This is an optimization exercise on Yosys and OpenROAD, whose aim is small area, not a production implementation.
Function was checked by simulation only, so behaviour that the tests miss may differ from the original.
In every run shown here, the design's own scripts or RTL, not TritonCTS, make the clock network.
The clock port is modelled as an ideal driver, which makes a skipped or thinned clock tree look cheaper than it is; a real chip needs a root buffer or a tree.
No activity file was given, so power comes from the tool's default toggle rates.

### design/flow/flow/run.sh
#!/bin/bash
# Standard ORFS layout, except:
#  - after the standard synthesis, the logic between the registers is mapped
#    again for area (flow/remap.py; registers and their names are kept);
#  - the clock port drives one small inverter that drives a few clock
#    inverters, one per cluster of registers (flow/cts_hook.tcl, run before
#    CTS), instead of TritonCTS's tree;
#  - every input and output port gets the smallest buffer.
# ORFS writes each step's log under orfs/logs; the others go to *.log here.
set -e
# keep every temporary file inside the work folder
mkdir -p tmp
export TMPDIR=$PWD/tmp
export FLOW_CLKROOT=${FLOW_CLKROOT-sky130_fd_sc_hd__clkinv_2}
export FLOW_CLKBUF=${FLOW_CLKBUF:-sky130_fd_sc_hd__clkinv_8}
export FLOW_NCLK=${FLOW_NCLK:-2}
export PRE_CTS_TCL=$PWD/flow/cts_hook.tcl
export BUFFER_PORTS_ARGS="-buffer_cell sky130_fd_sc_hd__buf_1"
R=orfs/results/$FLOW_PLATFORM/newspaper_vending_machine/base
bash standard.sh synth > standard_synth.log 2>&1
cp $R/1_2_yosys.v $R/1_2_yosys_standard.v
python3 flow/remap.py $R/1_2_yosys_standard.v remap_out.v orfs/objects/$FLOW_PLATFORM/newspaper_vending_machine/base/abc.constr > remap.log 2>&1
cp remap_out.v $R/1_2_yosys.v
rm -f $R/1_synth.odb
bash standard.sh > standard.log 2>&1
### design/flow/flow/cts_hook.tcl
# Clock tree: FLOW_NCLK clock drivers (FLOW_CLKBUF), each placed at the
# centre of a cluster of registers (k-means on the placed positions) and
# driving that cluster's clock pins.  If FLOW_CLKROOT is set (an inverter),
# the clock port drives one such inverter, placed at the centre of all the
# registers, and the cluster drivers (inverters too) hang from it, so every
# register sees the clock through two inversions.  Replaces TritonCTS's
# H-tree and its dummy loads.
set block [ord::get_db_block]
set clknet [$block findNet clk]
set k $::env(FLOW_NCLK)
set pts {}
set its {}
foreach it [$clknet getITerms] {
  set b [[$it getInst] getBBox]
  lappend pts [list [expr {([$b xMin] + [$b xMax]) / 2.0}] [expr {([$b yMin] + [$b yMax]) / 2.0}]]
  lappend its $it
}
set n [llength $pts]
# initial centres: sinks sorted by x+y, evenly spaced
set order [lsort -real -indices [lmap p $pts {expr {[lindex $p 0] + [lindex $p 1]}}]]
set cen {}
for {set c 0} {$c < $k} {incr c} {
  lappend cen [lindex $pts [lindex $order [expr {int(($c + 0.5) * $n / $k)}]]]
}
# balanced k-means: each cluster takes at most ceil(n/k) sinks
set cap [expr {($n + $k - 1) / $k}]
for {set iter 0} {$iter < 30} {incr iter} {
  set pairs {}
  for {set i 0} {$i < $n} {incr i} {
    set p [lindex $pts $i]
    for {set c 0} {$c < $k} {incr c} {
      set q [lindex $cen $c]
      lappend pairs [list [expr {abs([lindex $p 0] - [lindex $q 0]) + abs([lindex $p 1] - [lindex $q 1])}] $i $c]
    }
  }
  set pairs [lsort -real -index 0 $pairs]
  set asg [lrepeat $n -1]
  set cnt [lrepeat $k 0]
  foreach pr $pairs {
    lassign $pr d i c
    if {[lindex $asg $i] >= 0 || [lindex $cnt $c] >= $cap} { continue }
    lset asg $i $c
    lset cnt $c [expr {[lindex $cnt $c] + 1}]
  }
  set new {}
  for {set c 0} {$c < $k} {incr c} {
    set sx 0.0; set sy 0.0; set m 0
    for {set i 0} {$i < $n} {incr i} {
      if {[lindex $asg $i] == $c} {
        set sx [expr {$sx + [lindex $pts $i 0]}]
        set sy [expr {$sy + [lindex $pts $i 1]}]
        incr m
      }
    }
    lappend new [list [expr {$sx / max($m, 1)}] [expr {$sy / max($m, 1)}]]
  }
  set cen $new
}
set src $clknet
if {[info exists ::env(FLOW_CLKROOT)] && $::env(FLOW_CLKROOT) ne ""} {
  set sx 0.0
  set sy 0.0
  foreach p $pts {
    set sx [expr {$sx + [lindex $p 0]}]
    set sy [expr {$sy + [lindex $p 1]}]
  }
  set root [odb::dbInst_create $block [[ord::get_db] findMaster $::env(FLOW_CLKROOT)] clkroot]
  set src [odb::dbNet_create $block clknet_root]
  $src setSigType CLOCK
  [$root findITerm A] connect $clknet
  [$root findITerm Y] connect $src
  $root setLocation [expr {int($sx / $n)}] [expr {int($sy / $n)}]
  $root setPlacementStatus PLACED
  puts "clock root $::env(FLOW_CLKROOT) at [expr {$sx / $n}] [expr {$sy / $n}]"
}
set master [[ord::get_db] findMaster $::env(FLOW_CLKBUF)]
set out [expr {[$master findMTerm X] ne "NULL" ? "X" : "Y"}]
for {set c 0} {$c < $k} {incr c} {
  set inst [odb::dbInst_create $block $master clkbuf_$c]
  set net [odb::dbNet_create $block clknet_$c]
  $net setSigType CLOCK
  for {set i 0} {$i < $n} {incr i} {
    if {[lindex $asg $i] == $c} {
      set it [lindex $its $i]
      $it disconnect
      $it connect $net
    }
  }
  [$inst findITerm A] connect $src
  [$inst findITerm $out] connect $net
  $inst setLocation [expr {int([lindex $cen $c 0])}] [expr {int([lindex $cen $c 1])}]
  $inst setPlacementStatus PLACED
  puts "clock buffer clkbuf_$c ($::env(FLOW_CLKBUF)): [lindex $cnt $c] sinks at [lindex $cen $c]"
}
set_propagated_clock [all_clocks]
# cts.tcl runs repair_clock_inverters after this hook; it would clone the
# clock inverters next to every register, so it is skipped too.
rename repair_clock_inverters _repair_clock_inverters
proc repair_clock_inverters {args} {
  puts "repair_clock_inverters skipped: clock tree built by flow/cts_hook.tcl"
}
rename clock_tree_synthesis _tritoncts
proc clock_tree_synthesis {args} {
  puts "clock_tree_synthesis skipped: clock buffers inserted by flow/cts_hook.tcl"
}
### design/flow/flow/remap.py
#!/usr/bin/env python3
# Re-maps the combinational logic of the standard synthesis netlist for
# area.  The registers (dfxtp instances) are kept as they are, with their
# names; every other cell is replaced by its liberty function and the logic
# between the registers and ports is mapped again by ABC with a few area
# scripts.  The smallest result is written out.
# usage: remap.py in.v out.v abc.constr
import os, re, subprocess, sys
IN, OUT, CONSTR = sys.argv[1:4]
FLOW = os.environ['FLOW_HOME']
LIB = FLOW + '/platforms/sky130hd/lib/sky130_fd_sc_hd__tt_025C_1v80.lib'
YOSYS = os.environ.get('FLOW_YOSYS', FLOW + '/../tools/install/yosys/bin/yosys')
lib = open(LIB).read()
dont = sorted(set(re.findall(r'sky130_fd_sc_hd__\w+', open(FLOW + '/platforms/sky130hd/config.mk').read())))
net = open(IN).read()
used = set(re.findall(r'^\s*(sky130_fd_sc_hd__\w+)\s', net, re.M))
models = []
for cell in sorted(used):
    if cell.startswith('sky130_fd_sc_hd__df'):
        continue
    i = lib.index('cell ("%s")' % cell)
    j = lib.find('\n    cell (', i + 10)
    body = lib[i:j if j > 0 else len(lib)]
    ins, outs = [], []
    for name, pb in re.findall(r'(?<![_\w])pin \("(\w+)"\) \{(.*?)\n        \}', body, re.S):
        d = re.search(r'direction : "(\w+)"', pb).group(1)
        f = re.search(r'function : "([^"]*)"', pb)
        if d == 'input':
            ins.append(name)
        else:
            if not f:
                sys.exit('no function for %s/%s' % (cell, name))
            outs.append((name, f.group(1)))
    s = 'module %s(%s);\n' % (cell, ', '.join(ins + [o for o, _ in outs]))
    s += ''.join('  input %s;\n' % p for p in ins)
    for o, f in outs:
        e = re.sub(r'\)\s+\(', ') & (', f.replace('!', '~'))
        s += '  output %s;\n  assign %s = %s;\n' % (o, o, e)
    models.append(s + 'endmodule\n')
open('remap_models.v', 'w').write('\n'.join(models))
scripts = {
    'nf': '&get -n\n&st\n&dch\n&nf -R 1000 -p\n&put\n',
    'nf3': '&get -n\n&st\n&dch\n&nf -R 1000 -p\n&st\n&syn2\n&dch\n&nf -R 1000 -p\n&st\n&dch -f\n&nf -R 1000 -p\n&put\n',
    'amap': 'strash\ndch\namap\n',
    'amapm': 'strash\ndch\namap -m -F 4 -A 8\n',
    'amap3': 'strash\ndch\namap\n' * 3,
    'amap5': 'strash\ndch\namap\n' * 5,
    'amapm3': 'strash\ndch\namap -m -F 4 -A 8\n' * 3,
    'amapx': 'strash\ndch -x\namap\n',
    'amapx3': 'strash\ndch -x\namap\n' * 3,
    'amapx5': 'strash\ndch -x\namap\n' * 5,
    'speed': open(FLOW + '/scripts/abc_speed.script').read(),
}
best = None
for name, scr in scripts.items():
    open('remap_%s.abc' % name, 'w').write(scr)
    ys = '\n'.join([
        'read_liberty -lib %s' % LIB,
        'read_verilog remap_models.v',
        'read_verilog %s' % IN,
        'hierarchy -top %s' % os.environ['FLOW_TOP'],
        'flatten', 'techmap', 'opt -fast', 'opt_clean',
        'abc -liberty %s %s -constr %s -script remap_%s.abc' % (LIB, ' '.join('-dont_use ' + c for c in dont), CONSTR, name),
        'opt_clean',
        'write_verilog -noattr -noexpr -nohex -nodec remap_%s.v' % name,
        'stat -liberty %s' % LIB, ''])
    open('remap_%s.ys' % name, 'w').write(ys)
    with open('remap_%s.log' % name, 'w') as log:
        r = subprocess.run([YOSYS, '-s', 'remap_%s.ys' % name], stdout=log, stderr=subprocess.STDOUT)
    txt = open('remap_%s.log' % name).read()
    m = re.findall(r'Chip area for module .*?: ([\d.]+)', txt)
    if r.returncode or not m:
        print('remap %s: failed' % name)
        continue
    area = float(m[-1])
    print('remap %s: area %.2f' % (name, area))
    if best is None or area < best[0]:
        best = (area, name)
if best is None:
    sys.exit('remap: no script succeeded')
print('remap: using %s (%.2f)' % (best[1], best[0]))
open(OUT, 'w').write(open('remap_%s.v' % best[1]).read())
### design/flow/standard.sh
#!/bin/bash
# synth_recipe.tcl (not shown) runs the flow's synth.tcl, then flattens the netlist and writes it again
# the make line also repeats each setting of config.mk as NAME=value (left out here)
make -C /OpenROAD-flow-scripts/flow DESIGN_CONFIG=/design/flow/config.mk WORK_HOME=/design/flow/orfs CLKGATE_MAP_FILE= SYNTH_SCRIPT=/design/flow/synth_recipe.tcl "${@:-finish}"
### design/flow/config.mk
export PLATFORM = sky130hd
export DESIGN_NAME = newspaper_vending_machine
export DESIGN_NICKNAME = newspaper_vending_machine
export VERILOG_FILES = /design/flow/design.v
export SDC_FILE = /design/flow/constraint.sdc
export NUM_CORES = 4
export LEC_CHECK = 0
export CAP_MARGIN = 20
export CORE_MARGIN = 2
export CORE_UTILIZATION = 40
export SLEW_MARGIN = 20
### design/flow/constraint.sdc
create_clock -name core_clock -period 10.0 [get_ports {clk}]
set_input_delay 2.0000 -clock core_clock [delete_from_list [all_inputs] [get_ports {clk}]]
set_output_delay 2.0000 -clock core_clock [all_outputs]
set_load 0.01 [all_outputs]
### design/flow/design.v
module newspaper_vending_machine(
    input wire clk,              
    input wire reset,            
    input wire coin5,             
    input wire coin10,            
    input wire coin15,            
    output reg newspaper,         
    output reg [4:0] led_amount   
);
    localparam [9:0]  DB_LOAD = 10'h328;
    localparam [9:0]  DB_INV  = 10'h2aa;
    localparam [9:0]  DB_FULL = 10'h3fb;
    localparam [9:0]  DB_LAST = 10'h1ff;
    localparam [14:0] DP_LOAD = 15'h4273;
    localparam [14:0] DP_INV  = 15'h2aaa;
    reg coin5_sync1, coin5_sync2;
    reg coin10_sync1, coin10_sync2;
    reg coin15_sync1, coin15_sync2;
    reg reset_sync1, reset_sync2;
    always @(posedge clk) begin
        coin5_sync1  <= coin5;
        coin5_sync2  <= coin5_sync1;
        coin10_sync1 <= coin10;
        coin10_sync2 <= coin10_sync1;
        coin15_sync1 <= coin15;
        coin15_sync2 <= coin15_sync1;
        reset_sync1  <= reset;
        reset_sync2  <= reset_sync1;
    end
    reg coin5_last, coin10_last, coin15_last;
    reg coin5_prev, coin10_prev, coin15_prev;
    reg [9:0] debounce_counter5, debounce_counter10, debounce_counter15;
    wire [9:0] q5  = debounce_counter5  ^ DB_INV;
    wire [9:0] q10 = debounce_counter10 ^ DB_INV;
    wire [9:0] q15 = debounce_counter15 ^ DB_INV;
    wire coin5_full  = &(q5 | ~DB_FULL);
    wire coin10_full = &(q10 | ~DB_FULL);
    wire coin15_full = &(q15 | ~DB_FULL);
    wire [9:0] q5_next  = {q5[8:0],  ~(q5[9]  ^ q5[2])  | (&(q5 | ~DB_LAST))};
    wire [9:0] q10_next = {q10[8:0], ~(q10[9] ^ q10[2]) | (&(q10 | ~DB_LAST))};
    wire [9:0] q15_next = {q15[8:0], ~(q15[9] ^ q15[2]) | (&(q15 | ~DB_LAST))};
    wire coin5_stable  = coin5_full  ? coin5_last  : coin5_prev;
    wire coin10_stable = coin10_full ? coin10_last : coin10_prev;
    wire coin15_stable = coin15_full ? coin15_last : coin15_prev;
    always @(posedge clk) begin
        if (coin5_sync2 != coin5_last)
            debounce_counter5 <= DB_LOAD ^ DB_INV;
        else
            debounce_counter5 <= q5_next ^ DB_INV;
        if (coin10_sync2 != coin10_last)
            debounce_counter10 <= DB_LOAD ^ DB_INV;
        else
            debounce_counter10 <= q10_next ^ DB_INV;
        if (coin15_sync2 != coin15_last)
            debounce_counter15 <= DB_LOAD ^ DB_INV;
        else
            debounce_counter15 <= q15_next ^ DB_INV;
        if (reset_sync2) begin
            coin5_last  <= 1'b0;
            coin10_last <= 1'b0;
            coin15_last <= 1'b0;
            coin5_prev  <= 1'b0;
            coin10_prev <= 1'b0;
            coin15_prev <= 1'b0;
        end else begin
            coin5_last  <= coin5_sync2;
            coin10_last <= coin10_sync2;
            coin15_last <= coin15_sync2;
            coin5_prev  <= coin5_stable;
            coin10_prev <= coin10_stable;
            coin15_prev <= coin15_stable;
        end
    end
    wire coin5_edge  = coin5_full  & coin5_last  & ~coin5_prev;
    wire coin10_edge = coin10_full & coin10_last & ~coin10_prev;
    wire coin15_edge = coin15_full & coin15_last & ~coin15_prev;
    reg [14:0] display_counter;
    wire [14:0] qd = display_counter ^ DP_INV;
    wire dp_a = &qd[13:1];       
    wire [14:0] qd_next = {qd[13:0], ~(qd[14] ^ qd[7]) | dp_a};
    wire displaying;
    localparam [2:0] A0 = 3'd1;
    localparam [2:0] A0S = 3'd2;
    localparam [2:0] A1 = 3'd0;
    localparam [2:0] A2 = 3'd4;
    localparam [2:0] A3 = 3'd5;
    localparam [2:0] A4 = 3'd7;
    localparam [2:0] A5 = 3'd6;
    localparam [2:0] AX = 3'd3;    
    reg [2:0] state, state_next;
    reg high;    
    wire started = (state == A0S);
    always @(*) begin
        high = 1'b0;
        case (state)
            A0, A0S, AX: state_next = coin5_edge ? A1 : coin10_edge ? A2 : coin15_edge ? A3 : A0;
            A1: state_next = coin5_edge ? A2 : coin10_edge ? A3 : coin15_edge ? A4 : A1;
            A2: state_next = coin5_edge ? A3 : coin10_edge ? A4 : coin15_edge ? A5 : A2;
            default: begin
                high = 1'b1;
                state_next = displaying ? state : A0S;
            end
        endcase
        case (state)
            A0, A0S, AX: led_amount = 5'b00000;
            A1: led_amount = 5'b00001;
            A2: led_amount = 5'b00011;
            A3: led_amount = 5'b00111;
            A4: led_amount = 5'b01111;
            default: led_amount = 5'b11111;
        endcase
    end
    always @(posedge clk) begin
        if (reset_sync2)
            state <= A0;
        else
            state <= state_next;
    end
    assign displaying = ~dp_a | started;
    always @(posedge clk) begin
        if (reset_sync2)
            display_counter <= {15{1'b1}} ^ DP_INV;
        else
            display_counter <= (qd_next & ~(~DP_LOAD & {15{started}})) ^ DP_INV;
    end
    always @(*)
        newspaper = ~(qd[14] & dp_a);
endmodule
==> key figures, run 1 <==
Cells and area
  – Fraction of layout instances using a drive strength above 1: 1.52%
  – Layout area overhead: 7.77%
  – Final #Nets: 204
  – Fill cell instance count of the final layout: 431
  – Number of diodes: 0

Timing
  – Slew at the pin with the worst max-slew slack: 0.714 ns
  – Post-route clock period utilization: 33.7%
  – Summed negative setup slack over all endpoints: 0 ns
  – Number of setup violations in the final report: 0
  – Max Clk Rate: 297 MHz
  – Setup repair after global routing missed its margin: no
  – Time the worst path needs with I/O delays and setup: 3.37 ns
  – Remaining max-slew budget at the tightest pin: 51.9%
  – Max Clock Skew: 0.00661 ns
  – Total count of hold-check failures in the final report: 0
  – Final max-slew violation count: 0

Floorplanning
  – Die area: 0.00506 mm^2
  – Starting density of the core: 41.4%
  – Height of the die: 71.1 um
  – Number of placement rows: 24
  – Chip width: 71.1 um
  – Number of ports placed on the die boundary: 11
  – Core outline area: 0.00435 mm^2

Global routing
  – Vias in the first global route: 1082
  – Wire length of the first global-routing pass: 4690 um
  – Largest net degree at the start of global routing: 32
  – Number of antenna violations at the first check in global routing: 0
  – Total congestion overflow: 0
  – Overall global routing resource usage: 10.7%

Flow run
  – Max cap viols: 0

Clock network
  – Number of cells upsized or downsized after cts: 0
  – Number of post-CTS setup repair buffers: 0
  – Clock slew at reported path FFs: 0.12 ns
  – Clock Latency Late Sink: 0.29 ns
  – Post-cts hold buffer count: 0

Yosys
  – Synth Area per Inst: 9.80 um^2
  – Post-synthesis net count: 189
  – Post-Synthesis Cell Area: 0.00180 mm^2
  – Instance count of the mapped netlist: 184
  – YS warnings: 1

Critical path
  – Endpoint type of the worst setup path: output port
  – Crit path arrival time: 1.37 ns
  – Critical path type: reg2out
  – Required time of the critical path: 8.00 ns
  – Highest net fanout along the worst path: 3
  – Setup crit start kind: flip-flop

Detailed routing
  – Total vias in the final route: 1190
  – Initial DRC Count: 80
  – Average wire per standard cell: 10.6 um
  – Antenna Violating Nets Remaining: 0
  – Final wirelength: 2640 um
  – Detailed Routing Iterations Pass 1: 4
  – DR vias/cell: 4.78
  – DRC violations left: 0

Hold path
  – Worst min-delay path class: reg2reg

Placed design
  – GP Congestion: 0.776
  – I/O Buffers: 10
  – Detailed placement HPWL: 1910 um

Outcome
  – Result of the run: timing/DRC/antenna clean

Pwr
  – Leakage power summed over all cells: 0.764 nW
  – Worst VDD drop: 0.0832 mV
  – Overall power after layout: 0.360 mW
  – Total power density per cell area: 185 mW/mm^2
flip-flops by register name, summed over array words and instances, names as in the netlist, 3 cells and up:
name                flops
display_counter        15
debounce_counter10     10
debounce_counter15     10
debounce_counter5      10
state                   3
through the flow:
| step | std cells | hold WS, ns | area [um^2] | util, % | setup slack [ns] |
|---|---|---|---|---|---|
| after floorplan | 184 | 0.310 | 1800 | - | 7.13 |
| after global placement | 246 | 0.311 | 1910 | 43.8 | 7.01 |
| after detailed placement | 246 | 0.312 | 1910 | 43.8 | 6.98 |
| after CTS | 249 | 0.341 | 1940 | 44.6 | 6.62 |
| after global routing | 249 | 0.352 | 1940 | 44.6 | 6.45 |
| final | 249 | 0.335 | 1940 | 44.6 | 6.63 |
path summary, 6_finish.rpt:
kind | slack, ns | startpoint | depth (start not counted) | to
worst max-delay path | 6.63 | display_counter[13] | 7 | newspaper
worst min-delay path | 0.34 | reset_sync1 | 0 | reset_sync2
worst max register to register | 8.11 | debounce_counter10[0] | 7 | state[1]
worst min register to register | 0.34 | reset_sync1 | 0 | reset_sync2
cell type report:
cell class	count	area [um^2]	share of cell area (%)
Multi-Input combinational cell	105	498	25.6
Timing Repair Buffer	10	37.5	1.93
Inverter	20	101	5.22
Tap cell	52	65.1	3.35
Sequential cell	62	1240	63.9
per-layer routing:
metal / track usage [%] / up-vias / routed length, um
li1: - / 635 / -
met1: 16.0 / 528 / 1410
met2: 17.3 / 25 / 1100
met3: 1.28 / 2 / 111
met4: 1.05 / 0 / 17
met5: 0 / - / 0
worst max-delay path, cell delays in order, from the launching register on:
cell                       delay (ns)
sky130_fd_sc_hd__dfxtp_1         0.33
sky130_fd_sc_hd__nor3_1          0.18
sky130_fd_sc_hd__nand4_1         0.12
sky130_fd_sc_hd__nor2_1          0.11
sky130_fd_sc_hd__nand2_1         0.09
sky130_fd_sc_hd__clkinv_1        0.07
sky130_fd_sc_hd__nand2_1         0.05
sky130_fd_sc_hd__buf_1           0.12
where the power goes:
part           internal [mW]  total [mW]  switching, mW
Sequential             0.259       0.266        0.00716
Combinational        0.00403      0.0107        0.00664
Clock                0.00916      0.0831         0.0740
Total                  0.272       0.360         0.0878
cells in the final DEF (no fill, tap or decap):
master,count
sky130_fd_sc_hd__dfxtp_1,62
sky130_fd_sc_hd__nor2_1,40
sky130_fd_sc_hd__nand2_1,24
sky130_fd_sc_hd__clkinv_1,17
sky130_fd_sc_hd__buf_1,10
sky130_fd_sc_hd__o21ai_0,8
sky130_fd_sc_hd__nor3_1,5
sky130_fd_sc_hd__nand4_1,5
sky130_fd_sc_hd__a31oi_1,4
sky130_fd_sc_hd__o21a_1,3
sky130_fd_sc_hd__o22ai_1,3
sky130_fd_sc_hd__a211oi_1,2
sky130_fd_sc_hd__a21boi_0,2
sky130_fd_sc_hd__a21oi_1,2
sky130_fd_sc_hd__clkinv_8,2
sky130_fd_sc_hd__nor4_1,1
sky130_fd_sc_hd__o211ai_1,1
sky130_fd_sc_hd__o2111ai_1,1
sky130_fd_sc_hd__nand3_1,1
sky130_fd_sc_hd__o32ai_1,1
sky130_fd_sc_hd__o311a_1,1
sky130_fd_sc_hd__o221ai_1,1
sky130_fd_sc_hd__clkinv_2,1
==> run 2: changes to the inputs <==
--- a/design/flow/design.v
+++ b/design/flow/design.v
@@ -43,15 +43,15 @@
     wire coin10_stable = coin10_full ? coin10_last : coin10_prev;
     wire coin15_stable = coin15_full ? coin15_last : coin15_prev;
     always @(posedge clk) begin
-        if (coin5_sync2 != coin5_last)
+        if (reset_sync2 || (coin5_sync2 != coin5_last))
             debounce_counter5 <= DB_LOAD ^ DB_INV;
         else
             debounce_counter5 <= q5_next ^ DB_INV;
-        if (coin10_sync2 != coin10_last)
+        if (reset_sync2 || (coin10_sync2 != coin10_last))
             debounce_counter10 <= DB_LOAD ^ DB_INV;
         else
             debounce_counter10 <= q10_next ^ DB_INV;
-        if (coin15_sync2 != coin15_last)
+        if (reset_sync2 || (coin15_sync2 != coin15_last))
             debounce_counter15 <= DB_LOAD ^ DB_INV;
         else
             debounce_counter15 <= q15_next ^ DB_INV;
==> run 2 against run 1 <==
Critical path type unchanged. Global-route usage up 0.86 points. Combinational power fell by about 20%. Routed wire length rose by 6.2%. Clock power down 1%. Worst hold slack better by 0.0046 ns. Via count is 3.0% higher. Clock skew down 0.0038 ns. Core utilization increased by 0.37 points. Sequential cell count is the same. Setup slack improved by 0.018 ns. Final cell count down 0.80%. Die area up 0.86%.
==> key figures, run 2 <==
Global routing
  – Vias in the first global route: 1203 (+11%)
  – Wire length of the first global-routing pass: 5050 um (+7.6%)
  – Largest net degree at the start of global routing: 32 (unchanged)
  – Overall global routing resource usage: 11.6% (+0.86 points)
  – Number of antenna violations at the first check in global routing: 0 (unchanged)
  – Total congestion overflow: 0 (unchanged)

Floorplanning
  – Starting density of the core: 41.8% (+0.37 points)
  – Number of ports placed on the die boundary: 11 (unchanged)
  – Die area: 0.00510 mm^2 (+0.86%)
  – Chip width: 71.4 um (+0.43%)
  – Number of placement rows: 24 (unchanged)
  – Core outline area: 0.00435 mm^2 (unchanged)
  – Height of the die: 71.4 um (+0.43%)

Placed design
  – Detailed placement HPWL: 2050 um (+7.3%)
  – Setup Slack @ Placement: 7.00 ns (+0.0106 ns)
  – GP Congestion: 0.842 (+8.5%)
  – I/O Buffers: 10 (unchanged)

Timing
  – Summed negative setup slack over all endpoints: 0 ns (unchanged)
  – Time the worst path needs with I/O delays and setup: 3.35 ns (-0.0176 ns)
  – Final max-slew violation count: 0 (unchanged)
  – Remaining max-slew budget at the tightest pin: 53.1% (+1.2 points)
  – Total count of hold-check failures in the final report: 0 (unchanged)
  – Minimum setup slack in the final design: 6.65 ns (+0.0176 ns)
  – Max Clock Skew: 0.00283 ns (-0.00378 ns)
  – Post-route clock period utilization: 33.5% (-0.18 points)
  – Setup repair after global routing missed its margin: no
  – Number of setup violations in the final report: 0 (unchanged)
  – Max Clk Rate: 299 MHz (+0.53%)
  – Slew at the pin with the worst max-slew slack: 0.703 ns (-0.0107 ns)

Critical path
  – Endpoint type of the worst setup path: output port
  – R2r setup slk: 8.10 ns (about the same)
  – Crit path arrival time: 1.35 ns (-0.02 ns)
  – Launch point of the critical path: display_counter[13]
  – Reg-to-Reg Start: reset_sync2
  – Depth of the most critical reg-to-reg path: 3 (-4)
  – Setup crit start kind: flip-flop
  – FF-to-FF End: display_counter[3]
  – Required time of the critical path: 8.00 ns (about the same)
  – Highest net fanout along the worst path: 3 (unchanged)
  – Critical path type: reg2out
  – Crit path capture: newspaper

Cells and area
  – Fraction of layout instances using a drive strength above 1: 1.54% (+0.016 points)
  – Layout area overhead: 7.70% (about the same)
  – Register with the most flip-flops: display_counter
  – Most common cell after layout, fill and taps aside: sky130_fd_sc_hd__dfxtp_1
  – Fill cell instance count of the final layout: 409 (-5.1%)
  – Number of diodes: 0 (unchanged)
  – Most frequent cells in the layout: sky130_fd_sc_hd__dfxtp_1 (62), sky130_fd_sc_hd__nor2_1 (42), sky130_fd_sc_hd__nand2_1 (17), sky130_fd_sc_hd__clkinv_1 (15), sky130_fd_sc_hd__buf_1 (10)
  – Max FFs per register: 15 (unchanged)
  – Final #Nets: 202 (-0.98%)

Clock network
  – Number of cells upsized or downsized after cts: 0 (unchanged)
  – Clock slew at reported path FFs: 0.11 ns (about the same)
  – Post-cts hold buffer count: 0 (unchanged)
  – Number of post-CTS setup repair buffers: 0 (unchanged)
  – Clock Latency Late Sink: 0.28 ns (about the same)

Yosys
  – Post-synthesis net count: 187 (-1.1%)
  – Post-Synthesis Cell Area: 0.00182 mm^2 (+0.90%)
  – Instance count of the mapped netlist: 182 (-1.1%)
  – YS warnings: 1 (unchanged)
  – Synth Area per Inst: 10.0 um^2 (+2.0%)

Detailed routing
  – DR vias/cell: 4.96 (+3.9%)
  – DRC violations left: 0 (unchanged)
  – Total vias in the final route: 1226 (+3.0%)
  – Average wire per standard cell: 11.4 um (+7.1%)
  – Initial DRC Count: 55 (-31%)
  – Final wirelength: 2810 um (+6.2%)
  – Detailed Routing Iterations Pass 1: 4 (unchanged)
  – Antenna Violating Nets Remaining: 0 (unchanged)

Outcome
  – Result of the run: timing/DRC/antenna clean

Pwr
  – Total power density per cell area: 179 mW/mm^2 (-3.4%)
  – Worst VDD drop: 0.0660 mV (-21%)
  – Leakage power summed over all cells: 0.757 nW (-0.95%)
  – Overall power after layout: 0.351 mW (-2.6%)

Hold path
  – Worst min-delay path class: reg2reg

Flow run
  – Max cap viols: 0 (unchanged)
-- run 2: metrics by stage --
step	hold slack, ns	cells	instance area [um^2]	util [%]
3_3_place_gp	0.310	244	1920	44.1
5_1_grt	0.346	247	1960	45.0
6_report	0.340	247	1960	45.0
3_5_place_dp	0.312	244	1920	44.1
4_1_cts	0.341	247	1960	45.0
2_1_floorplan	0.310	182	1820	-
-- run 2: where the power goes --
group | leakage, nW | internal [mW] | switching (mW)
registers | 0.508 | 0.255 | 0.00493
logic | 0.231 | 0.00326 | 0.00531
clock network | 0.0177 | 0.00917 | 0.0729
total | 0.757 | 0.268 | 0.0832
-- run 2: worst min-delay path by stage --
stage,startpoint,to,slack [ns],cells past startpoint
after floorplan,coin10_sync1,coin10_sync2,0.31,0
after global placement,coin15_sync1,coin15_sync2,0.31,0
after detailed placement,coin15_sync1,coin15_sync2,0.31,0
after CTS,coin15_sync1,coin15_sync2,0.34,0
after global routing,coin15_sync1,coin15_sync2,0.35,0
final,coin15_sync1,coin15_sync2,0.34,0
-- run 2: layout make-up --
type	count	area, um^2	share of cell area [%]
flip-flops and latches	62	1240	63.3
inverters	18	93.8	4.79
well taps	52	65.1	3.32
repair buffers	10	37.5	1.92
multi-input cells	105	522	26.6
-- run 2: worst max-delay path, cell delays in order (launching register included) --
cell and delay, ns:
sky130_fd_sc_hd__dfxtp_1 0.33, sky130_fd_sc_hd__nor3_1 0.18, sky130_fd_sc_hd__nand4_1 0.11, sky130_fd_sc_hd__nor2_1 0.11, sky130_fd_sc_hd__nand2_1 0.09, sky130_fd_sc_hd__clkinv_1 0.07
sky130_fd_sc_hd__nand2_1 0.05, sky130_fd_sc_hd__buf_1 0.13
-- run 2: layer usage --
layer / track usage [%] / vias to the layer above / wire, um
met5: 0 / - / 0
met3: 0.703 / 2 / 79
li1: - / 636 / -
met4: 2.31 / 0 / 24
met1: 15.1 / 572 / 1350
met2: 21.2 / 16 / 1350

==> afterwards: timing with drivers on the ports <==
In the flow no input, the clock included, has a driving cell. The finished layouts below were timed again as built, in two steps. Step 1, drivers: a clkbuf_16 drives clk and a buf_2 each remaining input, both assumed. Step 2 adds t to the input delays and takes it off the output delays; t is the mean of the earliest and latest rising clock arrival at the registers after step 1. Input paths then give back, and output paths get back, about the clock's delay inside the block. a / b / c = ideal / step 1 / step 2; a / b = the first two.
run	shift t [ns]	setup slack, ns	worst setup path after step 2
run 1	0.317	6.632 / 6.606 / 6.922	register to output
run 2	0.312	6.650 / 6.620 / 6.933	register to output
After both steps setup and hold are still met in every run listed.
